Background: an optimization exercise with open tools, aiming at small area, a short achievable clock period and few clock cycles per item. Do not read the settings as production practice. Function was not checked in any run shown here: the RTL went through the layout flow alone. Power and IR drop assume default switching activity.

$ cat flow/run.sh
#!/bin/bash
# synth_recipe.tcl (not shown) runs the flow's synth.tcl, then flattens the netlist and writes it again
# the make line also repeats each setting of config.mk as NAME=value (left out here)
make -C /OpenROAD-flow-scripts/flow DESIGN_CONFIG=/design/flow/config.mk WORK_HOME=/design/flow/orfs CLKGATE_MAP_FILE= SYNTH_SCRIPT=/design/flow/synth_recipe.tcl finish
$ cat flow/constraint.sdc
create_clock -name core_clock -period 5.0 [get_ports {clk}]
set_input_delay 1.0000 -clock core_clock [delete_from_list [all_inputs] [get_ports {clk}]]
set_output_delay 1.0000 -clock core_clock [all_outputs]
set_load 0.01 [all_outputs]
$ cat flow/config.mk
export PLATFORM = sky130hd
export DESIGN_NAME = simple_cpu_top
export DESIGN_NICKNAME = simple_cpu_top
export VERILOG_FILES = /design/flow/design.v
export SDC_FILE = /design/flow/constraint.sdc
export NUM_CORES = 4
export LEC_CHECK = 0
export CAP_MARGIN = 20
export CORE_MARGIN = 2
export CORE_UTILIZATION = 40
export SLEW_MARGIN = 20
export SYNTH_HIERARCHICAL = 1
export SYNTH_MINIMUM_KEEP_SIZE = 0
$ cat flow/design.v
module simple_datapath #(
    parameter BIT_WIDTH = 16
)(
    input wire [BIT_WIDTH-1:0] a,
    input wire [BIT_WIDTH-1:0] b,
    output wire [BIT_WIDTH-1:0] p
);
    wire w1 = ~(a[0] & b[0]);
    wire w2 = ~(a[1] & b[0]);
    wire w3 = ~(a[2] & b[0]);
    wire w4 = ~(a[3] & b[0]);
    wire w5 = ~(a[4] & b[0]);
    wire w6 = ~(a[5] & b[0]);
    wire w7 = ~(a[6] & b[0]);
    wire w8 = ~(a[7] & b[0]);
    wire w9 = ~(a[8] & b[0]);
    wire w10 = ~(a[9] & b[0]);
    wire w11 = ~(a[10] & b[0]);
    wire w12 = ~(a[11] & b[0]);
    wire w13 = ~(a[12] & b[0]);
    wire w14 = ~(a[13] & b[0]);
    wire w15 = ~(a[14] & b[0]);
    wire w16 = ~(a[15] & b[0]);
    wire w17 = ~(a[0] & b[1]);
    wire w18 = ~(a[1] & b[1]);
    wire w19 = ~(a[2] & b[1]);
    wire w20 = ~(a[3] & b[1]);
    wire w21 = ~(a[4] & b[1]);
    wire w22 = ~(a[5] & b[1]);
    wire w23 = ~(a[6] & b[1]);
    wire w24 = ~(a[7] & b[1]);
    wire w25 = ~(a[8] & b[1]);
    wire w26 = ~(a[9] & b[1]);
    wire w27 = ~(a[10] & b[1]);
    wire w28 = ~(a[11] & b[1]);
    wire w29 = ~(a[12] & b[1]);
    wire w30 = ~(a[13] & b[1]);
    wire w31 = ~(a[14] & b[1]);
    wire w32 = ~(a[0] & b[2]);
    wire w33 = ~(a[1] & b[2]);
    wire w34 = ~(a[2] & b[2]);
    wire w35 = ~(a[3] & b[2]);
    wire w36 = ~(a[4] & b[2]);
    wire w37 = ~(a[5] & b[2]);
    wire w38 = ~(a[6] & b[2]);
    wire w39 = ~(a[7] & b[2]);
    wire w40 = ~(a[8] & b[2]);
    wire w41 = ~(a[9] & b[2]);
    wire w42 = ~(a[10] & b[2]);
    wire w43 = ~(a[11] & b[2]);
    wire w44 = ~(a[12] & b[2]);
    wire w45 = ~(a[13] & b[2]);
    wire w46 = ~(a[0] & b[3]);
    wire w47 = ~(a[1] & b[3]);
    wire w48 = ~(a[2] & b[3]);
    wire w49 = ~(a[3] & b[3]);
    wire w50 = ~(a[4] & b[3]);
    wire w51 = ~(a[5] & b[3]);
    wire w52 = ~(a[6] & b[3]);
    wire w53 = ~(a[7] & b[3]);
    wire w54 = ~(a[8] & b[3]);
    wire w55 = ~(a[9] & b[3]);
    wire w56 = ~(a[10] & b[3]);
    wire w57 = ~(a[11] & b[3]);
    wire w58 = ~(a[12] & b[3]);
    wire w59 = ~(a[0] & b[4]);
    wire w60 = ~(a[1] & b[4]);
    wire w61 = ~(a[2] & b[4]);
    wire w62 = ~(a[3] & b[4]);
    wire w63 = ~(a[4] & b[4]);
    wire w64 = ~(a[5] & b[4]);
    wire w65 = ~(a[6] & b[4]);
    wire w66 = ~(a[7] & b[4]);
    wire w67 = ~(a[8] & b[4]);
    wire w68 = ~(a[9] & b[4]);
    wire w69 = ~(a[10] & b[4]);
    wire w70 = ~(a[11] & b[4]);
    wire w71 = ~(a[0] & b[5]);
    wire w72 = ~(a[1] & b[5]);
    wire w73 = ~(a[2] & b[5]);
    wire w74 = ~(a[3] & b[5]);
    wire w75 = ~(a[4] & b[5]);
    wire w76 = ~(a[5] & b[5]);
    wire w77 = ~(a[6] & b[5]);
    wire w78 = ~(a[7] & b[5]);
    wire w79 = ~(a[8] & b[5]);
    wire w80 = ~(a[9] & b[5]);
    wire w81 = ~(a[10] & b[5]);
    wire w82 = ~(a[0] & b[6]);
    wire w83 = ~(a[1] & b[6]);
    wire w84 = ~(a[2] & b[6]);
    wire w85 = ~(a[3] & b[6]);
    wire w86 = ~(a[4] & b[6]);
    wire w87 = ~(a[5] & b[6]);
    wire w88 = ~(a[6] & b[6]);
    wire w89 = ~(a[7] & b[6]);
    wire w90 = ~(a[8] & b[6]);
    wire w91 = ~(a[9] & b[6]);
    wire w92 = ~(a[0] & b[7]);
    wire w93 = ~(a[1] & b[7]);
    wire w94 = ~(a[2] & b[7]);
    wire w95 = ~(a[3] & b[7]);
    wire w96 = ~(a[4] & b[7]);
    wire w97 = ~(a[5] & b[7]);
    wire w98 = ~(a[6] & b[7]);
    wire w99 = ~(a[7] & b[7]);
    wire w100 = ~(a[8] & b[7]);
    wire w101 = ~(a[0] & b[8]);
    wire w102 = ~(a[1] & b[8]);
    wire w103 = ~(a[2] & b[8]);
    wire w104 = ~(a[3] & b[8]);
    wire w105 = ~(a[4] & b[8]);
    wire w106 = ~(a[5] & b[8]);
    wire w107 = ~(a[6] & b[8]);
    wire w108 = ~(a[7] & b[8]);
    wire w109 = ~(a[0] & b[9]);
    wire w110 = ~(a[1] & b[9]);
    wire w111 = ~(a[2] & b[9]);
    wire w112 = ~(a[3] & b[9]);
    wire w113 = ~(a[4] & b[9]);
    wire w114 = ~(a[5] & b[9]);
    wire w115 = ~(a[6] & b[9]);
    wire w116 = ~(a[0] & b[10]);
    wire w117 = ~(a[1] & b[10]);
    wire w118 = ~(a[2] & b[10]);
    wire w119 = ~(a[3] & b[10]);
    wire w120 = ~(a[4] & b[10]);
    wire w121 = ~(a[5] & b[10]);
    wire w122 = ~(a[0] & b[11]);
    wire w123 = ~(a[1] & b[11]);
    wire w124 = ~(a[2] & b[11]);
    wire w125 = ~(a[3] & b[11]);
    wire w126 = ~(a[4] & b[11]);
    wire w127 = ~(a[0] & b[12]);
    wire w128 = ~(a[1] & b[12]);
    wire w129 = ~(a[2] & b[12]);
    wire w130 = ~(a[3] & b[12]);
    wire w131 = ~(a[0] & b[13]);
    wire w132 = ~(a[1] & b[13]);
    wire w133 = ~(a[2] & b[13]);
    wire w134 = ~(a[0] & b[14]);
    wire w135 = ~(a[1] & b[14]);
    wire w136 = ~(a[0] & b[15]);
    wire w137, w138;
    mul_han u1 (.x(w18), .y(w3), .s(w137), .c(w138));
    wire w139, w140;
    mul_fa u2 (.x(w19), .y(w33), .z(w4), .s(w139), .c(w140));
    wire w141, w142;
    mul_han u3 (.x(w46), .y(w138), .s(w141), .c(w142));
    wire w143, w144;
    mul_fa u4 (.x(w20), .y(w34), .z(w47), .s(w143), .c(w144));
    wire w145, w146;
    mul_fa u5 (.x(w5), .y(w59), .z(w140), .s(w145), .c(w146));
    wire w147, w148;
    mul_han u6 (.x(w142), .y(w143), .s(w147), .c(w148));
    wire w149, w150;
    mul_fa u7 (.x(w21), .y(w35), .z(w48), .s(w149), .c(w150));
    wire w151, w152;
    mul_fa u8 (.x(w6), .y(w60), .z(w71), .s(w151), .c(w152));
    wire w153, w154;
    mul_fa u9 (.x(w144), .y(w149), .z(w151), .s(w153), .c(w154));
    wire w155, w156;
    mul_han u10 (.x(w148), .y(w146), .s(w155), .c(w156));
    wire w157, w158;
    mul_fa u11 (.x(w22), .y(w36), .z(w49), .s(w157), .c(w158));
    wire w159, w160;
    mul_fa u12 (.x(w61), .y(w7), .z(w72), .s(w159), .c(w160));
    wire w161, w162;
    mul_fa u13 (.x(w82), .y(w150), .z(w152), .s(w161), .c(w162));
    wire w163, w164;
    mul_fa u14 (.x(w157), .y(w159), .z(w154), .s(w163), .c(w164));
    wire w165, w166;
    mul_han u15 (.x(w161), .y(w156), .s(w165), .c(w166));
    wire w167, w168;
    mul_fa u16 (.x(w23), .y(w37), .z(w50), .s(w167), .c(w168));
    wire w169, w170;
    mul_fa u17 (.x(w62), .y(w73), .z(w8), .s(w169), .c(w170));
    wire w171, w172;
    mul_fa u18 (.x(w83), .y(w92), .z(w158), .s(w171), .c(w172));
    wire w173, w174;
    mul_fa u19 (.x(w160), .y(w167), .z(w169), .s(w173), .c(w174));
    wire w175, w176;
    mul_fa u20 (.x(w162), .y(w171), .z(w173), .s(w175), .c(w176));
    wire w177, w178;
    mul_han u21 (.x(w164), .y(w166), .s(w177), .c(w178));
    wire w179, w180;
    mul_fa u22 (.x(w101), .y(w24), .z(w38), .s(w179), .c(w180));
    wire w181, w182;
    mul_fa u23 (.x(w51), .y(w63), .z(w74), .s(w181), .c(w182));
    wire w183, w184;
    mul_fa u24 (.x(w84), .y(w9), .z(w93), .s(w183), .c(w184));
    wire w185, w186;
    mul_fa u25 (.x(w168), .y(w170), .z(w179), .s(w185), .c(w186));
    wire w187, w188;
    mul_fa u26 (.x(w181), .y(w183), .z(w172), .s(w187), .c(w188));
    wire w189, w190;
    mul_fa u27 (.x(w174), .y(w185), .z(w187), .s(w189), .c(w190));
    wire w191, w192;
    mul_han u28 (.x(w176), .y(w178), .s(w191), .c(w192));
    wire w193, w194;
    mul_fa u29 (.x(w10), .y(w102), .z(w109), .s(w193), .c(w194));
    wire w195, w196;
    mul_fa u30 (.x(w25), .y(w39), .z(w52), .s(w195), .c(w196));
    wire w197, w198;
    mul_fa u31 (.x(w64), .y(w75), .z(w85), .s(w197), .c(w198));
    wire w199, w200;
    mul_fa u32 (.x(w94), .y(w180), .z(w182), .s(w199), .c(w200));
    wire w201, w202;
    mul_fa u33 (.x(w184), .y(w193), .z(w195), .s(w201), .c(w202));
    wire w203, w204;
    mul_fa u34 (.x(w197), .y(w186), .z(w199), .s(w203), .c(w204));
    wire w205, w206;
    mul_fa u35 (.x(w201), .y(w188), .z(w203), .s(w205), .c(w206));
    wire w207, w208;
    mul_han u36 (.x(w190), .y(w192), .s(w207), .c(w208));
    wire w209, w210;
    mul_fa u37 (.x(w103), .y(w11), .z(w110), .s(w209), .c(w210));
    wire w211, w212;
    mul_fa u38 (.x(w116), .y(w26), .z(w40), .s(w211), .c(w212));
    wire w213, w214;
    mul_fa u39 (.x(w53), .y(w65), .z(w76), .s(w213), .c(w214));
    wire w215, w216;
    mul_fa u40 (.x(w86), .y(w95), .z(w194), .s(w215), .c(w216));
    wire w217, w218;
    mul_fa u41 (.x(w196), .y(w198), .z(w209), .s(w217), .c(w218));
    wire w219, w220;
    mul_fa u42 (.x(w211), .y(w213), .z(w200), .s(w219), .c(w220));
    wire w221, w222;
    mul_fa u43 (.x(w202), .y(w215), .z(w217), .s(w221), .c(w222));
    wire w223, w224;
    mul_fa u44 (.x(w204), .y(w219), .z(w221), .s(w223), .c(w224));
    wire w225, w226;
    mul_han u45 (.x(w206), .y(w223), .s(w225), .c(w226));
    wire w227, w228;
    mul_fa u46 (.x(w104), .y(w111), .z(w117), .s(w227), .c(w228));
    wire w229, w230;
    mul_fa u47 (.x(w12), .y(w122), .z(w27), .s(w229), .c(w230));
    wire w231, w232;
    mul_fa u48 (.x(w41), .y(w54), .z(w66), .s(w231), .c(w232));
    wire w233, w234;
    mul_fa u49 (.x(w77), .y(w87), .z(w96), .s(w233), .c(w234));
    wire w235, w236;
    mul_fa u50 (.x(w210), .y(w212), .z(w214), .s(w235), .c(w236));
    wire w237, w238;
    mul_fa u51 (.x(w227), .y(w229), .z(w231), .s(w237), .c(w238));
    wire w239, w240;
    mul_fa u52 (.x(w233), .y(w216), .z(w218), .s(w239), .c(w240));
    wire w241, w242;
    mul_fa u53 (.x(w235), .y(w237), .z(w220), .s(w241), .c(w242));
    wire w243, w244;
    mul_fa u54 (.x(w222), .y(w239), .z(w241), .s(w243), .c(w244));
    wire w245, w246;
    mul_han u55 (.x(w224), .y(w243), .s(w245), .c(w246));
    wire w247, w248;
    mul_fa u56 (.x(w105), .y(w112), .z(w118), .s(w247), .c(w248));
    wire w249, w250;
    mul_fa u57 (.x(w123), .y(w127), .z(w13), .s(w249), .c(w250));
    wire w251, w252;
    mul_fa u58 (.x(w28), .y(w42), .z(w55), .s(w251), .c(w252));
    wire w253, w254;
    mul_fa u59 (.x(w67), .y(w78), .z(w88), .s(w253), .c(w254));
    wire w255, w256;
    mul_fa u60 (.x(w97), .y(w228), .z(w230), .s(w255), .c(w256));
    wire w257, w258;
    mul_fa u61 (.x(w232), .y(w234), .z(w247), .s(w257), .c(w258));
    wire w259, w260;
    mul_fa u62 (.x(w249), .y(w251), .z(w253), .s(w259), .c(w260));
    wire w261, w262;
    mul_fa u63 (.x(w236), .y(w238), .z(w255), .s(w261), .c(w262));
    wire w263, w264;
    mul_fa u64 (.x(w257), .y(w259), .z(w240), .s(w263), .c(w264));
    wire w265, w266;
    mul_fa u65 (.x(w261), .y(w242), .z(w263), .s(w265), .c(w266));
    wire w267, w268;
    mul_han u66 (.x(w244), .y(w265), .s(w267), .c(w268));
    wire w269, w270;
    mul_fa u67 (.x(w106), .y(w113), .z(w119), .s(w269), .c(w270));
    wire w271, w272;
    mul_fa u68 (.x(w124), .y(w128), .z(w131), .s(w271), .c(w272));
    wire w273, w274;
    mul_fa u69 (.x(w14), .y(w29), .z(w43), .s(w273), .c(w274));
    wire w275, w276;
    mul_fa u70 (.x(w56), .y(w68), .z(w79), .s(w275), .c(w276));
    wire w277, w278;
    mul_fa u71 (.x(w89), .y(w98), .z(w248), .s(w277), .c(w278));
    wire w279, w280;
    mul_fa u72 (.x(w250), .y(w252), .z(w254), .s(w279), .c(w280));
    wire w281, w282;
    mul_fa u73 (.x(w269), .y(w271), .z(w273), .s(w281), .c(w282));
    wire w283, w284;
    mul_fa u74 (.x(w275), .y(w256), .z(w258), .s(w283), .c(w284));
    wire w285, w286;
    mul_fa u75 (.x(w260), .y(w277), .z(w279), .s(w285), .c(w286));
    wire w287, w288;
    mul_fa u76 (.x(w281), .y(w262), .z(w283), .s(w287), .c(w288));
    wire w289, w290;
    mul_fa u77 (.x(w285), .y(w264), .z(w287), .s(w289), .c(w290));
    wire w291, w292;
    mul_han u78 (.x(w266), .y(w289), .s(w291), .c(w292));
    wire w293, w294;
    mul_fa u79 (.x(w107), .y(w114), .z(w120), .s(w293), .c(w294));
    wire w295, w296;
    mul_fa u80 (.x(w125), .y(w129), .z(w132), .s(w295), .c(w296));
    wire w297, w298;
    mul_fa u81 (.x(w134), .y(w15), .z(w30), .s(w297), .c(w298));
    wire w299, w300;
    mul_fa u82 (.x(w44), .y(w57), .z(w69), .s(w299), .c(w300));
    wire w301, w302;
    mul_fa u83 (.x(w80), .y(w90), .z(w99), .s(w301), .c(w302));
    wire w303, w304;
    mul_fa u84 (.x(w270), .y(w272), .z(w274), .s(w303), .c(w304));
    wire w305, w306;
    mul_fa u85 (.x(w276), .y(w293), .z(w295), .s(w305), .c(w306));
    wire w307, w308;
    mul_fa u86 (.x(w297), .y(w299), .z(w301), .s(w307), .c(w308));
    wire w309, w310;
    mul_fa u87 (.x(w278), .y(w280), .z(w282), .s(w309), .c(w310));
    wire w311, w312;
    mul_fa u88 (.x(w303), .y(w305), .z(w307), .s(w311), .c(w312));
    wire w313, w314;
    mul_fa u89 (.x(w284), .y(w286), .z(w309), .s(w313), .c(w314));
    wire w315, w316;
    mul_fa u90 (.x(w311), .y(w288), .z(w313), .s(w315), .c(w316));
    wire w317, w318;
    mul_han u91 (.x(w290), .y(w315), .s(w317), .c(w318));
    wire w319 = w100 ^ w108;
    wire w320 = w115 ^ w121;
    wire w321 = w126 ^ w130;
    wire w322 = w133 ^ w135;
    wire w323 = w136 ^ w16;
    wire w324 = w31 ^ w45;
    wire w325 = w58 ^ w70;
    wire w326 = w81 ^ w91;
    wire w327 = w319 ^ w320;
    wire w328 = w321 ^ w322;
    wire w329 = w323 ^ w324;
    wire w330 = w325 ^ w326;
    wire w331 = w294 ^ w296;
    wire w332 = w298 ^ w300;
    wire w333 = w302 ^ w327;
    wire w334 = w328 ^ w329;
    wire w335 = w330 ^ w331;
    wire w336 = w332 ^ w333;
    wire w337 = w334 ^ w304;
    wire w338 = w335 ^ w336;
    wire w339 = w306 ^ w308;
    wire w340 = w337 ^ w338;
    wire w341 = w339 ^ w340;
    wire w342 = w310 ^ w312;
    wire w343 = w341 ^ w342;
    wire w344 = w314 ^ w343;
    wire w345 = w344 ^ w316;
    wire w346 = w345 ^ w318;
    wire [BIT_WIDTH-1:0] ra = {~w346, ~w292, ~w268, ~w246, ~w226, ~w208, ~w205, ~w189, ~w175, ~w163, ~w153, ~w145, ~w139, ~w32, ~w2, ~w1};
    wire [BIT_WIDTH-1:0] rb = {1'b0, ~w317, ~w291, ~w267, ~w245, ~w225, ~w207, ~w191, ~w177, ~w165, ~w155, ~w147, ~w141, ~w137, ~w17, 1'b0};
    assign p = ra + rb;
endmodule
module mul_fa (
    input wire x, y, z,
    output wire s, c
);
    assign s = x ^ y ^ z;
    assign c = (x & y) | (x & z) | (y & z);
endmodule
module mul_ha (
    input wire x, y,
    output wire s, c
);
    assign s = x ^ y;
    assign c = x & y;
endmodule
module mul_han (
    input wire x, y,
    output wire s, c
);
    assign s = ~(x ^ y);
    assign c = x | y;
endmodule
module simple_control (
    input wire clk,
    input wire rst_n,
    input wire start,
    output reg done
);
    always @(posedge clk or negedge rst_n) begin
        if (!rst_n)
            done <= 1'b0;
        else if (start)
            done <= 1'b1;
    end
endmodule
module simple_cpu_top #(
    parameter BIT_WIDTH = 16,
    parameter PROGRAM_FILE = "program.mem"
)(
    input wire clk,
    input wire rst_n,
    input wire start,
    input wire [BIT_WIDTH-1:0] operand_a,
    input wire [BIT_WIDTH-1:0] operand_b,
    output wire [BIT_WIDTH-1:0] result,
    output wire done
);
    wire [BIT_WIDTH-1:0] product;
    simple_datapath #(.BIT_WIDTH(BIT_WIDTH)) datapath (
        .a(operand_a), .b(operand_b), .p(product)
    );
    simple_control control (
        .clk(clk), .rst_n(rst_n), .start(start), .done(done)
    );
    reg [BIT_WIDTH-1:0] result_r;
    always @(posedge clk)
        if (start) result_r <= product;
    assign result = result_r;
endmodule
==> notes.md, run 1 <==
outcome finished with violations; Fail Reasons setup timing; antenna violations before repair 0; r2r startpoint control.done$_DFFE_PN0P_; DR iter-0 viols 125; Die Ht 104 um; worst path arrival time 5.01 ns; CTS tree built; final setup fails 1; layout cells sized above 1 38.4%; slew of the pin with the lowest slew margin 0.778 ns; first-pass GRT wire length 17700 um; synthesized area 4030 um^2; Synthesis Warnings 8; die area 10900 um^2; CTS Root Cell clkbuf_8; H-tree levels 1; total power 3410 uW; critical path class in2reg; dpl hpwl 8800 um; Routed Wire Length 10600 um; Cell variety after synth 41; Final Critical Period 5.00 ns; Top FF cell, synth edfxtp_1; core area 9770 um^2; Worst setup SP type primary input; register area share after synthesis 12.6%; clock skew 0 ns; Sink Count 17; Fmax 200 MHz; top cells by area, synth fa_1 (39%), nand2_1 (13%), edfxtp_1 (12%); Chip Width 104 um; Final Max Tran Viols 0; total CTS buffers 3; io pins 52; Critical Path Most Common Cell fa_2; Initial Util 41.2%; Worst Setup End Kind flop; PD cells 589 nW/um^2; # DRC 0; asr flop ratio synth 5.88%; largest net degree at the start of global routing 18; peak supply drop 561 uV; Routed Antenna Nets 0; Rel. slew slack 48.0%; setup_tns -0.00205 ns; EDFF count, synth 16; worst setup margin -0.00205 ns; area grow syn2layout 43.9%; #FFs+latches synth 17; number of iterations in the first detailed-routing pass 4; Tot GR Track Use 20.6%; Mean Syn Cell Area 8.85 um^2; worst path cell trace buf_6 > buf_8 > buf_4 > buf_6 > nand2_4 > fa_2 > fa_2 > fa_2 > fa_2 > fa_1 > inv_2 > ha_4 > inv_1 > inv_2 > ha_4 > and4_1 > a221o_1 > a21oi_2 > a21oi_2 > xnor2_2; clock buffer depth 2; cell taking the most area after synthesis fa_1; most frequent cells in the layout nand2_1 (106), inv_1 (76), buf_4 (70); row cnt 36; Gate Count Post-Synth 455; Final period util 100%; Worst Hold Launch control.done$_DFFE_PN0P_; CP max stage cell fa_1; final hold violations 0; leakage power total 0.00260 uW; number of max-cap violations 0; CTS clk-pin slew, worst paths 0.08 ns; commonest non-fill, non-tap cell in the layout nand2_1; ANT cells 0; count of nets after finishing 720; Critical Path RT 5.01 ns; global route overflow 0; max incr delay on CP 0.55 ns; RSZ-0062 raised after global routing true; Routed WL per cell 15.0 um; # port buffers 51; Yosys top cell area share 39.3%; fillers 888; Worst-Skew Late Latency 0.26 ns; Vias 3401; Worst Path Max Fanout 6; vias in the first global route 3792; via-per-instance ratio 4.78; GPL Wtd Cong 0.916; HP Class reg2reg; Critical Path Source operand_a[5]
[path summary, 6_finish.rpt]
check                                      endpoint  slack [ns]  cells past startpoint
max in group asynchronous  control.done$_DFFE_PN0P_        4.02                      1
hold / removal             control.done$_DFFE_PN0P_        0.49                      1
hold reg to reg            control.done$_DFFE_PN0P_        0.49                      1
setup reg to reg           control.done$_DFFE_PN0P_        4.27                      1
setup / recovery             result_r[15]$_DFFE_PP_      -0.002                     20
min in group asynchronous  control.done$_DFFE_PN0P_        0.88                      1
[critical path, delay by kind of cell]
kind | cells | cell delay, ns
AO/OA/AOI/OAI | 3 | 0.57
XOR/XNOR | 1 | 0.13
buffers and inverters | 7 | 0.54
adder cells (fa/ha/maj) | 7 | 2.52
AND/OR/NAND/NOR | 2 | 0.25
[area by class of cell]
type                       instances  area, um^2  share of cell area, %
multi-input combinational        336        3540                   61.2
timing repair buffer             137        1210                   21.0
sequential                        17         505                   8.73
inverter                          84         315                   5.45
tap                              133         166                   2.87
clock buffer                       3        41.3                  0.713
clock inverter                     1        5.00                 0.0864
[routing by layer]
| metal | part of all wire (%) | vias to the layer above | wire length [um] | global-route usage [%] |
|---|---|---|---|---|
| met5 | 0 | - | 0 | 0 |
| met4 | 3.4 | 0 | 357 | 7.24 |
| met3 | 2.1 | 24 | 224 | 1.00 |
| met2 | 56 | 69 | 5970 | 40.9 |
| met1 | 38 | 1689 | 4090 | 22.8 |
| li1 | - | 1619 | - | - |
[Yosys stat by module (local to each module, per instance), a selection]
module | cell area (um^2) | copies in the design | flip-flops and latches | cells
simple_control | 31.3 | 1 | 1 | 2
mul_han | 27.5 | 13 | 0 | 5
mul_fa | 20.0 | 78 | 0 | 1
simple_cpu_top | 480 | 1 | 16 | 16
[sequential cells by signal, indices dropped and copies added (netlist names)]
signal        cells
control.done      1
result_r         16
[cells in the mapped netlist, drive strengths merged, types with 2 or more instances]
cell,n
nor3,3
nor2,6
xor2,7
nand3,4
and2,3
a21oi,11
edfxtp,16
a21o,2
nor2b,2
fa,79
clkbuf,14
or2,3
xnor2,28
inv,84
o21ai,4
ha,27
o21bai,2
nand2,135
buf,4
o21a,3
[cell families after synthesis]
| logic type | share of synthesized area, % |
|---|---|
| AO/OA/AOI/OAI | 5.10 |
| XOR/XNOR | 8.18 |
| adder cells (fa/ha/maj) | 47.7 |
| buffers and inverters | 9.64 |
| flip-flops | 12.6 |
| multiplexers | 0.249 |
| AND/OR/NAND/NOR | 16.6 |
[repair_timing]
item / 4_1_cts / 5_1_grt
endpoints found under the setup margin: 6 / 6
pin swaps: 35 / 51
hold endpoints to repair: 0 / 0
setup buffers: 14 / 6
hold buffers: 0 / 0
gates resized for setup: 160 / 99
[power breakdown]
group	internal, uW	switching, uW
Sequential	306	12.7
Combinational	1540	1440
Clock	55.4	52.9
Total	1900	1510
[metrics by stage]
| step | cells | setup WS (ns) | hold slack [ns] | cell area [um^2] | util, % |
|---|---|---|---|---|---|
| floorplan | 455 | -0.0113 | 0.504 | 4190 | - |
| global placement | 693 | -0.813 | 0.446 | 5300 | 54.2 |
| detailed placement | 693 | -0.833 | 0.487 | 5300 | 54.2 |
| CTS | 710 | -0.00186 | 0.505 | 5530 | 56.5 |
| global route | 711 | -0.162 | 0.509 | 5790 | 59.2 |
| finish | 711 | -0.00205 | 0.491 | 5790 | 59.2 |
==> run 2, diff against run 1 <==
--- a/flow/design.v
+++ b/flow/design.v
@@ -354,5 +354,7 @@
     wire [BIT_WIDTH-1:0] ra = {~w346, ~w292, ~w268, ~w246, ~w226, ~w208, ~w205, ~w189, ~w175, ~w163, ~w153, ~w145, ~w139, ~w32, ~w2, ~w1};
     wire [BIT_WIDTH-1:0] rb = {1'b0, ~w317, ~w291, ~w267, ~w245, ~w225, ~w207, ~w191, ~w177, ~w165, ~w155, ~w147, ~w141, ~w137, ~w17, 1'b0};
-    assign p = ra + rb;
+    wire [BIT_WIDTH-1:0] na = {w346, w292, w268, w246, w226, w208, w205, w189, w175, w163, w153, w145, w139, w32, w2, w1};
+    wire [BIT_WIDTH-1:0] nb = {1'b1, w317, w291, w267, w245, w225, w207, w191, w177, w165, w155, w147, w141, w137, w17, 1'b1};
+    assign p = ~(na + nb + 1'b1);
 endmodule
 module mul_fa (
@@ -370,4 +372,18 @@
     assign c = x & y;
 endmodule
+module mul_x2 (
+    input wire x, y,
+    output wire s
+);
+    assign s = x ^ y;
+endmodule
+module mul_cpa #(
+    parameter W = 16
+)(
+    input wire [W-1:0] x, y,
+    output wire [W-1:0] s
+);
+    assign s = x + y;
+endmodule
 module mul_han (
     input wire x, y,
==> run 2 against run 1 <==
  * The layout still fails its checks (setup timing)
  * Maximum frequency fell by 1.7%
  * Sequential cell count unchanged
  * Worst setup slack lost 0.086 ns
  * First-iteration DRC count is 8.0% lower
  * Die area fell by 2.1%
  * Total power up 35%
  * Critical path depth fell by 3
  * Global-route usage increased by 1.4 points
  * Critical path type unchanged
  * Critical endpoint unchanged
  * Highest routed layer unchanged
==> notes.md, run 2 <==
# DRC 0 (unchanged); die area 10700 um^2 (was 10900 um^2); ANT cells 0 (unchanged); commonest non-fill, non-tap cell in the layout nand2_1 (unchanged); Final period util 102% (was 100%); most instantiated cells after synthesis nand2_1 (136), fa_1 (79), inv_1 (59), ha_1 (27), xnor2_1 (23) (was nand2_1 (135), inv_1 (84), fa_1 (79), xnor2_1 (28), ha_1 (27)); Final Instance Area 5740 um^2 (was 5790 um^2); Die Ht 103 um (was 104 um); dpl hpwl 8940 um (was 8800 um); Routed Wire Length 11200 um (was 10600 um); clock buffer depth 2 (unchanged); slew of the pin with the lowest slew margin 0.770 ns (was 0.778 ns); peak supply drop 591 uV (was 561 uV); cell taking the most area after synthesis fa_1 (unchanged); clock skew 0 ns (unchanged); #FFs+latches synth 17 (unchanged); Initial Util 40.7% (was 41.2%); Critical Path RT 5.01 ns (about the same); final setup fails 1 (unchanged); synthesized area 3940 um^2 (was 4030 um^2); Routed Antenna Nets 0 (unchanged); CTS Hold Bufs 0 (unchanged); register area share after synthesis 12.8% (was 12.6%); CTS Root Cell clkbuf_8 (unchanged); Synthesis Warnings 8 (unchanged); WHS Path Cells 1 (unchanged); largest net degree at the start of global routing 18 (unchanged); io pins 52 (unchanged); global route overflow 0 (unchanged); row cnt 36 (unchanged); Routed WL per cell 16.0 um (was 15.0 um); EDFF count, synth 16 (unchanged); Mean Syn Cell Area 9.12 um^2 (was 8.85 um^2); layout cells sized above 1 36.7% (was 38.4%); Worst-Skew Late Latency 0.26 ns (about the same); Post-DP Area 5210 um^2 (was 5300 um^2); number of iterations in the first detailed-routing pass 6 (was 4); Top FF cell, synth edfxtp_1 (unchanged); CTS tree built (unchanged); Top Registers result_r (16), control.done (1) (unchanged); Reg with most FFs result_r (unchanged); first-pass GRT wire length 17600 um (was 17700 um); top-count cell post-synth nand2_1 (unchanged); Cell variety after synth 35 (was 41); DR iter-0 viols 115 (was 125); number of max-cap violations 0 (unchanged); # port buffers 51 (unchanged); count of nets after finishing 712 (was 720); RSZ-0062 raised after global routing true (unchanged); worst path arrival time 5.10 ns (was 5.01 ns); Worst Path Max Fanout 5 (was 6); H-tree levels 1 (unchanged); Sink Count 17 (unchanged); Worst Setup End Kind flop (unchanged); top cells by area, synth fa_1 (40%), nand2_1 (13%), edfxtp_1 (12%) (was fa_1 (39%), nand2_1 (13%), edfxtp_1 (12%)); GPL Wtd Cong 0.889 (was 0.916); core area 9680 um^2 (was 9770 um^2); total power 4590 uW (was 3410 uW); final hold violations 0 (unchanged); Fmax 197 MHz (was 200 MHz); outcome finished with violations (unchanged); most frequent cells in the layout nand2_1 (123), buf_4 (83), inv_1 (52) (was nand2_1 (106), inv_1 (76), buf_4 (70)); critical path class in2reg (unchanged); Tot GR Track Use 21.9% (was 20.6%); Fail Reasons setup timing (unchanged); HP Class reg2reg (unchanged); antenna violations before repair 0 (unchanged); area grow syn2layout 45.7% (was 43.9%); Worst setup SP type primary input (unchanged); asr flop ratio synth 5.88% (unchanged); Gate Count Post-Synth 432 (was 455); vias in the first global route 3653 (was 3792); worst setup margin -0.0883 ns (was -0.00205 ns); Yosys top cell area share 40.2% (was 39.3%); via-per-instance ratio 4.88 (was 4.78); Chip Width 103 um (was 104 um); Rel. slew slack 48.5% (was 48.0%); total CTS buffers 3 (unchanged); Largest register FFs 16 (unchanged); Final Max Tran Viols 0 (unchanged); Final Critical Period 5.09 ns (was 5.00 ns); leakage power total 0.00248 uW (was 0.00260 uW); Worst R2R Path Depth 1 (unchanged); PD cells 800 nW/um^2 (was 589 nW/um^2); CTS clk-pin slew, worst paths 0.08 ns (about the same); Vias 3428 (was 3401)
## run 2: layer usage
layer  wire length [um]  part of all wire (%)  global-route usage (%)
met5                  0                     0                       0
met4                327                   2.9                    5.06
met3                483                   4.3                    1.75
met2               5930                    53                    41.3
met1               4480                    40                    27.4
## run 2: worst paths after layout
check	from	endpoint	slack, ns
min in group asynchronous	rst_n	control.done$_DFFE_PN0P_	0.87
worst max-delay path	operand_a[7]	result_r[15]$_DFFE_PP_	-0.09
worst max register to register	control.done$_DFFE_PN0P_	control.done$_DFFE_PN0P_	4.29
worst min register to register	control.done$_DFFE_PN0P_	control.done$_DFFE_PN0P_	0.48
worst min-delay path	control.done$_DFFE_PN0P_	control.done$_DFFE_PN0P_	0.48
max in group asynchronous	rst_n	control.done$_DFFE_PN0P_	4.03
## run 2: area by class of cell
type | instances | area, um^2
fill | 852 | 3950
multi-input combinational | 338 | 3460
timing repair buffer | 152 | 1330
sequential | 17 | 505
inverter | 59 | 221
tap | 133 | 166
clock buffer | 3 | 41.3
clock inverter | 1 | 5.00
## run 2: modules after synthesis, one instance, submodules excluded, a selection
module | flip-flops and latches | cell area (um^2)
simple_cpu_top | 16 | 480
simple_control | 1 | 31.3
mul_han | 0 | 27.5
mul_fa | 0 | 20.0
## run 2: cell families after synthesis
logic type / after synthesis / synth area share [%]
AND/OR/NAND/NOR: 162 / 16.6
AO/OA/AOI/OAI: 33 / 5.21
XOR/XNOR: 37 / 9.15
buffers and inverters: 77 / 7.53
adder cells (fa/ha/maj): 106 / 48.7
flip-flops: 17 / 12.8
## run 2: stage by stage
stage               hold slack, ns  utilization [%]  TNS [ns]  worst slack (ns)  instances
finish                       0.475             59.3   -0.0883           -0.0883        703
global route                 0.504             59.3    -0.219            -0.189        703
CTS                          0.480             56.9    -0.341            -0.231        691
detailed placement           0.460             53.8     -3.75             -1.01        672
global placement             0.448             53.8     -3.45            -0.914        672
floorplan                    0.504                -         0          0.000343        432
## run 2: worst max-delay path: stages
cell	delay [ns]
clkbuf_2	0.15
buf_12	0.12
nand2_1	0.08
fa_2	0.61
fa_2	0.47
fa_1	0.52
fa_1	0.57
inv_2	0.06
ha_4	0.26
inv_2	0.04
ha_4	0.21
a21o_1	0.19
a31oi_4	0.17
o31ai_4	0.11
o31ai_2	0.30
buf_4	0.18
xnor2_2	0.07
## run 2: report_power, final
| part | internal, uW | switching, uW |
|---|---|---|
| Combinational | 2180 | 1950 |
| Clock | 55.3 | 50.1 |
| Sequential | 340 | 14.9 |
| Total | 2580 | 2010 |
## run 2: what timing repair did
action	CTS	global route
cloned	0	1
pin swaps	33	46
endpoints found under the setup margin	6	6
setup buffers	15	13
resized for setup	95	87
==> run 3, diff against run 2 <==
--- a/flow/design.v
+++ b/flow/design.v
@@ -143,9 +143,9 @@
     wire w136 = ~(a[0] & b[15]);
     wire w137, w138;
-    mul_han u1 (.x(w18), .y(w3), .s(w137), .c(w138));
+    mul_fa u1 (.x(w18), .y(w3), .z(1'b1), .s(w137), .c(w138));
     wire w139, w140;
     mul_fa u2 (.x(w19), .y(w33), .z(w4), .s(w139), .c(w140));
     wire w141, w142;
-    mul_han u3 (.x(w46), .y(w138), .s(w141), .c(w142));
+    mul_fa u3 (.x(w46), .y(w138), .z(1'b1), .s(w141), .c(w142));
     wire w143, w144;
     mul_fa u4 (.x(w20), .y(w34), .z(w47), .s(w143), .c(w144));
@@ -153,5 +153,5 @@
     mul_fa u5 (.x(w5), .y(w59), .z(w140), .s(w145), .c(w146));
     wire w147, w148;
-    mul_han u6 (.x(w142), .y(w143), .s(w147), .c(w148));
+    mul_fa u6 (.x(w143), .y(w142), .z(1'b1), .s(w147), .c(w148));
     wire w149, w150;
     mul_fa u7 (.x(w21), .y(w35), .z(w48), .s(w149), .c(w150));
@@ -161,5 +161,5 @@
     mul_fa u9 (.x(w144), .y(w149), .z(w151), .s(w153), .c(w154));
     wire w155, w156;
-    mul_han u10 (.x(w148), .y(w146), .s(w155), .c(w156));
+    mul_fa u10 (.x(w146), .y(w153), .z(1'b1), .s(w155), .c(w156));
     wire w157, w158;
     mul_fa u11 (.x(w22), .y(w36), .z(w49), .s(w157), .c(w158));
@@ -171,5 +171,5 @@
     mul_fa u14 (.x(w157), .y(w159), .z(w154), .s(w163), .c(w164));
     wire w165, w166;
-    mul_han u15 (.x(w161), .y(w156), .s(w165), .c(w166));
+    mul_fa u15 (.x(w161), .y(w156), .z(1'b1), .s(w165), .c(w166));
     wire w167, w168;
     mul_fa u16 (.x(w23), .y(w37), .z(w50), .s(w167), .c(w168));
@@ -183,5 +183,5 @@
     mul_fa u20 (.x(w162), .y(w171), .z(w173), .s(w175), .c(w176));
     wire w177, w178;
-    mul_han u21 (.x(w164), .y(w166), .s(w177), .c(w178));
+    mul_fa u21 (.x(w164), .y(w175), .z(1'b1), .s(w177), .c(w178));
     wire w179, w180;
     mul_fa u22 (.x(w101), .y(w24), .z(w38), .s(w179), .c(w180));
@@ -197,5 +197,5 @@
     mul_fa u27 (.x(w174), .y(w185), .z(w187), .s(w189), .c(w190));
     wire w191, w192;
-    mul_han u28 (.x(w176), .y(w178), .s(w191), .c(w192));
+    mul_fa u28 (.x(w176), .y(w189), .z(1'b1), .s(w191), .c(w192));
     wire w193, w194;
     mul_fa u29 (.x(w10), .y(w102), .z(w109), .s(w193), .c(w194));
@@ -213,5 +213,5 @@
     mul_fa u35 (.x(w201), .y(w188), .z(w203), .s(w205), .c(w206));
     wire w207, w208;
-    mul_han u36 (.x(w190), .y(w192), .s(w207), .c(w208));
+    mul_fa u36 (.x(w190), .y(w205), .z(1'b1), .s(w207), .c(w208));
     wire w209, w210;
     mul_fa u37 (.x(w103), .y(w11), .z(w110), .s(w209), .c(w210));
@@ -231,5 +231,5 @@
     mul_fa u44 (.x(w204), .y(w219), .z(w221), .s(w223), .c(w224));
     wire w225, w226;
-    mul_han u45 (.x(w206), .y(w223), .s(w225), .c(w226));
+    mul_fa u45 (.x(w206), .y(w223), .z(1'b1), .s(w225), .c(w226));
     wire w227, w228;
     mul_fa u46 (.x(w104), .y(w111), .z(w117), .s(w227), .c(w228));
@@ -251,5 +251,5 @@
     mul_fa u54 (.x(w222), .y(w239), .z(w241), .s(w243), .c(w244));
     wire w245, w246;
-    mul_han u55 (.x(w224), .y(w243), .s(w245), .c(w246));
+    mul_fa u55 (.x(w224), .y(w243), .z(1'b1), .s(w245), .c(w246));
     wire w247, w248;
     mul_fa u56 (.x(w105), .y(w112), .z(w118), .s(w247), .c(w248));
@@ -273,5 +273,5 @@
     mul_fa u65 (.x(w261), .y(w242), .z(w263), .s(w265), .c(w266));
     wire w267, w268;
-    mul_han u66 (.x(w244), .y(w265), .s(w267), .c(w268));
+    mul_fa u66 (.x(w244), .y(w265), .z(1'b1), .s(w267), .c(w268));
     wire w269, w270;
     mul_fa u67 (.x(w106), .y(w113), .z(w119), .s(w269), .c(w270));
@@ -297,5 +297,5 @@
     mul_fa u77 (.x(w285), .y(w264), .z(w287), .s(w289), .c(w290));
     wire w291, w292;
-    mul_han u78 (.x(w266), .y(w289), .s(w291), .c(w292));
+    mul_fa u78 (.x(w266), .y(w289), .z(1'b1), .s(w291), .c(w292));
     wire w293, w294;
     mul_fa u79 (.x(w107), .y(w114), .z(w120), .s(w293), .c(w294));
@@ -323,5 +323,5 @@
     mul_fa u90 (.x(w311), .y(w288), .z(w313), .s(w315), .c(w316));
     wire w317, w318;
-    mul_han u91 (.x(w290), .y(w315), .s(w317), .c(w318));
+    mul_fa u91 (.x(w290), .y(w315), .z(1'b1), .s(w317), .c(w318));
     wire w319 = w100 ^ w108;
     wire w320 = w115 ^ w121;
@@ -352,7 +352,7 @@
     wire w345 = w344 ^ w316;
     wire w346 = w345 ^ w318;
-    wire [BIT_WIDTH-1:0] ra = {~w346, ~w292, ~w268, ~w246, ~w226, ~w208, ~w205, ~w189, ~w175, ~w163, ~w153, ~w145, ~w139, ~w32, ~w2, ~w1};
+    wire [BIT_WIDTH-1:0] ra = {~w346, ~w292, ~w268, ~w246, ~w226, ~w208, ~w192, ~w178, ~w166, ~w163, ~w148, ~w145, ~w139, ~w32, ~w2, ~w1};
     wire [BIT_WIDTH-1:0] rb = {1'b0, ~w317, ~w291, ~w267, ~w245, ~w225, ~w207, ~w191, ~w177, ~w165, ~w155, ~w147, ~w141, ~w137, ~w17, 1'b0};
-    wire [BIT_WIDTH-1:0] na = {w346, w292, w268, w246, w226, w208, w205, w189, w175, w163, w153, w145, w139, w32, w2, w1};
+    wire [BIT_WIDTH-1:0] na = {w346, w292, w268, w246, w226, w208, w192, w178, w166, w163, w148, w145, w139, w32, w2, w1};
     wire [BIT_WIDTH-1:0] nb = {1'b1, w317, w291, w267, w245, w225, w207, w191, w177, w165, w155, w147, w141, w137, w17, 1'b1};
     assign p = ~(na + nb + 1'b1);
==> run 3 against run 2 <==
  * Still fails the layout checks on setup timing
  * Count of clock-buffer cells in the layout grew 1
  * Worst hold slack lost 0.013 ns
  * Register-to-register slack about the same
  * Clock power shrank 5%
  * Synthesized cell count shrank 12%
  * Sequential power grew 6.2%
  * Routed wire length is 6.9% lower
  * Utilization is 3.2 points higher
  * Maximum frequency grew 0.39%
  * Critical path type unchanged
  * Largest power group unchanged
==> notes.md, run 3 <==
total CTS buffers 3 (unchanged); Worst-Skew Late Latency 0.25 ns (was 0.26 ns); die area 10400 um^2 (was 10700 um^2); asr flop ratio synth 5.88% (unchanged); Reg with most FFs result_r (unchanged); area grow syn2layout 50.9% (was 45.7%); vias in the first global route 3578 (was 3653); number of max-cap violations 0 (unchanged); peak supply drop 785 uV (was 591 uV); # DRC 0 (unchanged); largest net degree at the start of global routing 18 (unchanged); final hold violations 0 (unchanged); cell taking the most area after synthesis fa_1 (unchanged); Top Registers result_r (16), control.done (1) (unchanged); via-per-instance ratio 4.80 (was 4.88); Die Ht 102 um (was 103 um); io pins 52 (unchanged); # port buffers 51 (unchanged); row cnt 35 (was 36); HP Class reg2reg (unchanged); count of nets after finishing 671 (was 712); CTS clk-pin slew, worst paths 0.06 ns (was 0.08 ns); slew of the pin with the lowest slew margin 0.748 ns (was 0.770 ns); Worst Setup End Kind flop (unchanged); Fail Reasons setup timing (unchanged); most frequent cells in the layout nand2_1 (108), buf_4 (79), fa_1 (51) (was nand2_1 (123), buf_4 (83), inv_1 (52)); Finished Core Util 62.5% (was 59.3%); top-count cell post-synth nand2_1 (unchanged); Hold Path Sink control.done$_DFFE_PN0P_ (unchanged); leakage power total 0.00227 uW (was 0.00248 uW); outcome finished with violations (unchanged); ANT cells 0 (unchanged); Final Max Tran Viols 0 (unchanged); #FFs+latches synth 17 (unchanged); GPL Wtd Cong 0.950 (was 0.889); Synthesis Warnings 8 (unchanged); core area 9280 um^2 (was 9680 um^2); worst path arrival time 5.07 ns (was 5.10 ns); Worst Path Max Fanout 6 (was 5); max incr delay on CP 0.56 ns (was 0.61 ns); commonest non-fill, non-tap cell in the layout nand2_1 (unchanged); Chip Width 102 um (was 103 um); Tot GR Track Use 21.5% (was 21.9%); dpl hpwl 9190 um (was 8940 um); Mean Syn Cell Area 10.1 um^2 (was 9.12 um^2); PD cells 786 nW/um^2 (was 800 nW/um^2); CTS tree built (unchanged); Yosys top cell area share 47.9% (was 40.2%); critical path class in2reg (unchanged); fin cells 658 (was 703); CTS Root Cell clkbuf_8 (unchanged); first-pass GRT wire length 17200 um (was 17600 um); Worst setup SP type primary input (unchanged); register area share after synthesis 13.1% (was 12.8%); Gate Count Post-Synth 381 (was 432); Crit path max-delay family adder cells (unchanged); CP Buf/Inv Count 1 (was 5); Sink Count 17 (unchanged); Worst Hold Launch control.done$_DFFE_PN0P_ (unchanged); Initial Util 41.4% (was 40.7%); Fmax 197 MHz (about the same); RSZ-0062 raised after global routing true (unchanged); Critical Path RT 5.00 ns (was 5.01 ns); dpl cells 644 (was 672); global route overflow 0 (unchanged); Rel. slew slack 50.0% (was 48.5%); r2r startpoint control.done$_DFFE_PN0P_ (unchanged); DR iter-0 viols 81 (was 115); worst reg2reg setup slack 4.30 ns (was 4.29 ns); Routed Wire Length 10400 um (was 11200 um); Cell variety after synth 36 (was 35); Worst R2R Path Depth 1 (unchanged); final setup fails 1 (unchanged); H-tree levels 1 (unchanged); fillers 775 (was 852); most instantiated cells after synthesis nand2_1 (136), fa_1 (92), xnor2_1 (23), edfxtp_1 (16) (was nand2_1 (136), fa_1 (79), inv_1 (59), ha_1 (27), xnor2_1 (23)); antenna violations before repair 0 (unchanged); CP max stage cell fa_1 (was fa_2); clock skew 0 ns (unchanged); Final Critical Period 5.07 ns (was 5.09 ns); Routed Antenna Nets 0 (unchanged); Top FF cell, synth edfxtp_1 (unchanged); layout cells sized above 1 42.0% (was 36.7%); reg2reg end control.done$_DFFE_PN0P_ (unchanged); number of iterations in the first detailed-routing pass 4 (was 6); worst path cell trace buf_12 > nand2_4 > fa_1 > fa_2 > fa_2 > fa_2 > fa_1 > fa_1 > ha_4 > a21o_1 > a31oi_4 > o31ai_4 > o31ai_2 > xnor2_1 (was clkbuf_2 > buf_12 > nand2_1 > fa_2 > fa_2 > fa_1 > fa_1 > inv_2 > ha_4 > inv_2 > ha_4 > a21o_1 > a31oi_4 > o31ai_4 > o31ai_2 > buf_4 > xnor2_2); Vias 3157 (was 3428); worst setup margin -0.0684 ns (was -0.0883 ns); EDFF count, synth 16 (unchanged); top cells by area, synth fa_1 (48%), nand2_1 (13%), edfxtp_1 (12%) (was fa_1 (40%), nand2_1 (13%), edfxtp_1 (12%)); Final period util 101% (was 102%); synthesized area 3840 um^2 (was 3940 um^2); Routed WL per cell 15.9 um (was 16.0 um); total power 4560 uW (was 4590 uW); Largest register FFs 16 (unchanged); hold slack 0.462 ns (was 0.475 ns); clock buffer depth 2 (unchanged); WHS Path Cells 1 (unchanged)
run 3: cell types whose count changed in the layout (fill, tap and decap cells not counted), moves of 10 or more:
cell	delta
buf_6	+13
clkbuf_2	-11
conb_1	+13
fa_2	+10
ha_1	-11
inv_1	-45
nand2_1	-15
run 3: cell families after synthesis:
logic type               Yosys count  share of synthesized area [%]
AO/OA/AOI/OAI                     33                           5.34
flip-flops                        17                           13.1
AND/OR/NAND/NOR                  162                           17.0
other                              1                         0.0975
XOR/XNOR                          37                           9.37
adder cells (fa/ha/maj)          106                           52.5
buffers and inverters             25                           2.64
run 3: where the power goes:
group / internal (uW) / switching [uW] / total, uW / leakage [uW]
clock: 56.5 / 44.0 / 100 / 0.0000228
sequential: 360 / 16.7 / 377 / 0.000165
combinational: 2190 / 1890 / 4080 / 0.00208
total: 2600 / 1950 / 4560 / 0.00227
run 3: final cells by class:
type | count | area (um^2) | share of cell area, %
Multi-Input combinational cell | 351 | 3690 | 63.5
Timing Repair Buffer | 150 | 1380 | 23.7
Sequential cell | 17 | 505 | 8.71
Tap cell | 129 | 161 | 2.78
Clock buffer | 4 | 45.0 | 0.777
Inverter | 7 | 26.3 | 0.453
run 3: per-layer routing:
layer  share of wire, %  GRT usage (%)  up-vias
met5                  0              0        -
met4                1.1           4.41        0
met3                3.0           1.16        8
met2                 54           39.9       58
met1                 42           28.1     1595
li1                   -              -     1496
run 3: how the worst max path moves through the flow:
stage	start	end	slack [ns]	cells after the start
after floorplan	operand_a[0]	result_r[14]$_DFFE_PP_	0.002	12
after global placement	operand_a[1]	result_r[15]$_DFFE_PP_	-0.97	14
after detailed placement	operand_a[1]	result_r[15]$_DFFE_PP_	-1.05	14
after CTS	operand_b[0]	result_r[15]$_DFFE_PP_	-0.19	15
after global routing	operand_a[1]	result_r[15]$_DFFE_PP_	-0.21	14
final	operand_a[1]	result_r[15]$_DFFE_PP_	-0.07	14
run 3: timing repair:
item,in CTS,in global routing
hold buffers,0,0
resized for setup,191,56
setup endpoints to repair,8,5
setup buffers,10,2
pin swaps,40,54
run 3: stage by stage:
step                worst slack [ns]  area, um^2  TNS, ns
global route                  -0.208        5800   -0.363
finish                       -0.0684        5800  -0.0684
floorplan                    0.00162        4070        0
global placement              -0.972        5300    -5.04
CTS                           -0.194        5610   -0.206
detailed placement             -1.05        5300    -5.40
run 3: modules after synthesis, one instance, submodules excluded, excerpt:
module | cells inside | cell area [um^2] | times used
mul_fa | 1 | 20.0 | 91
simple_cpu_top | 16 | 480 | 1
simple_control | 2 | 31.3 | 1

separate check: timing with driven ports:
Ports are ideal in the flow. The routed layouts listed here were re-timed in OpenROAD.
Step 1 sets driving cells, clkbuf_16 on the clock port and buf_2 on the other inputs (assumed; they add their load-dependent delay and slew).
Step 2 times the ports against the registers' clock, not the clock port: input delays grow and output delays shrink by t, the midpoint of the rising clock arrivals with the driver on.
Slacks: ideal / step 1 / step 2; pairs: ideal / step 1.
run | t (ns) | slack for setup (ns) | hold slack, ns | clock arrival spread, ns
run 1 | 0.280 | -0.002 / -0.034 / -0.315 | 0.491 / 0.491 / 0.491 | 0.005 / 0.005
run 2 | 0.278 | -0.088 / -0.095 / -0.374 | 0.475 / 0.475 / 0.475 | 0.010 / 0.011
run 3 | 0.271 | -0.068 / -0.121 / -0.392 | 0.462 / 0.462 / 0.462 | 0.005 / 0.006
For run 3, which loses most, drivers alone change the setup slack by -0.053 ns; drivers and shift together by -0.324 ns.
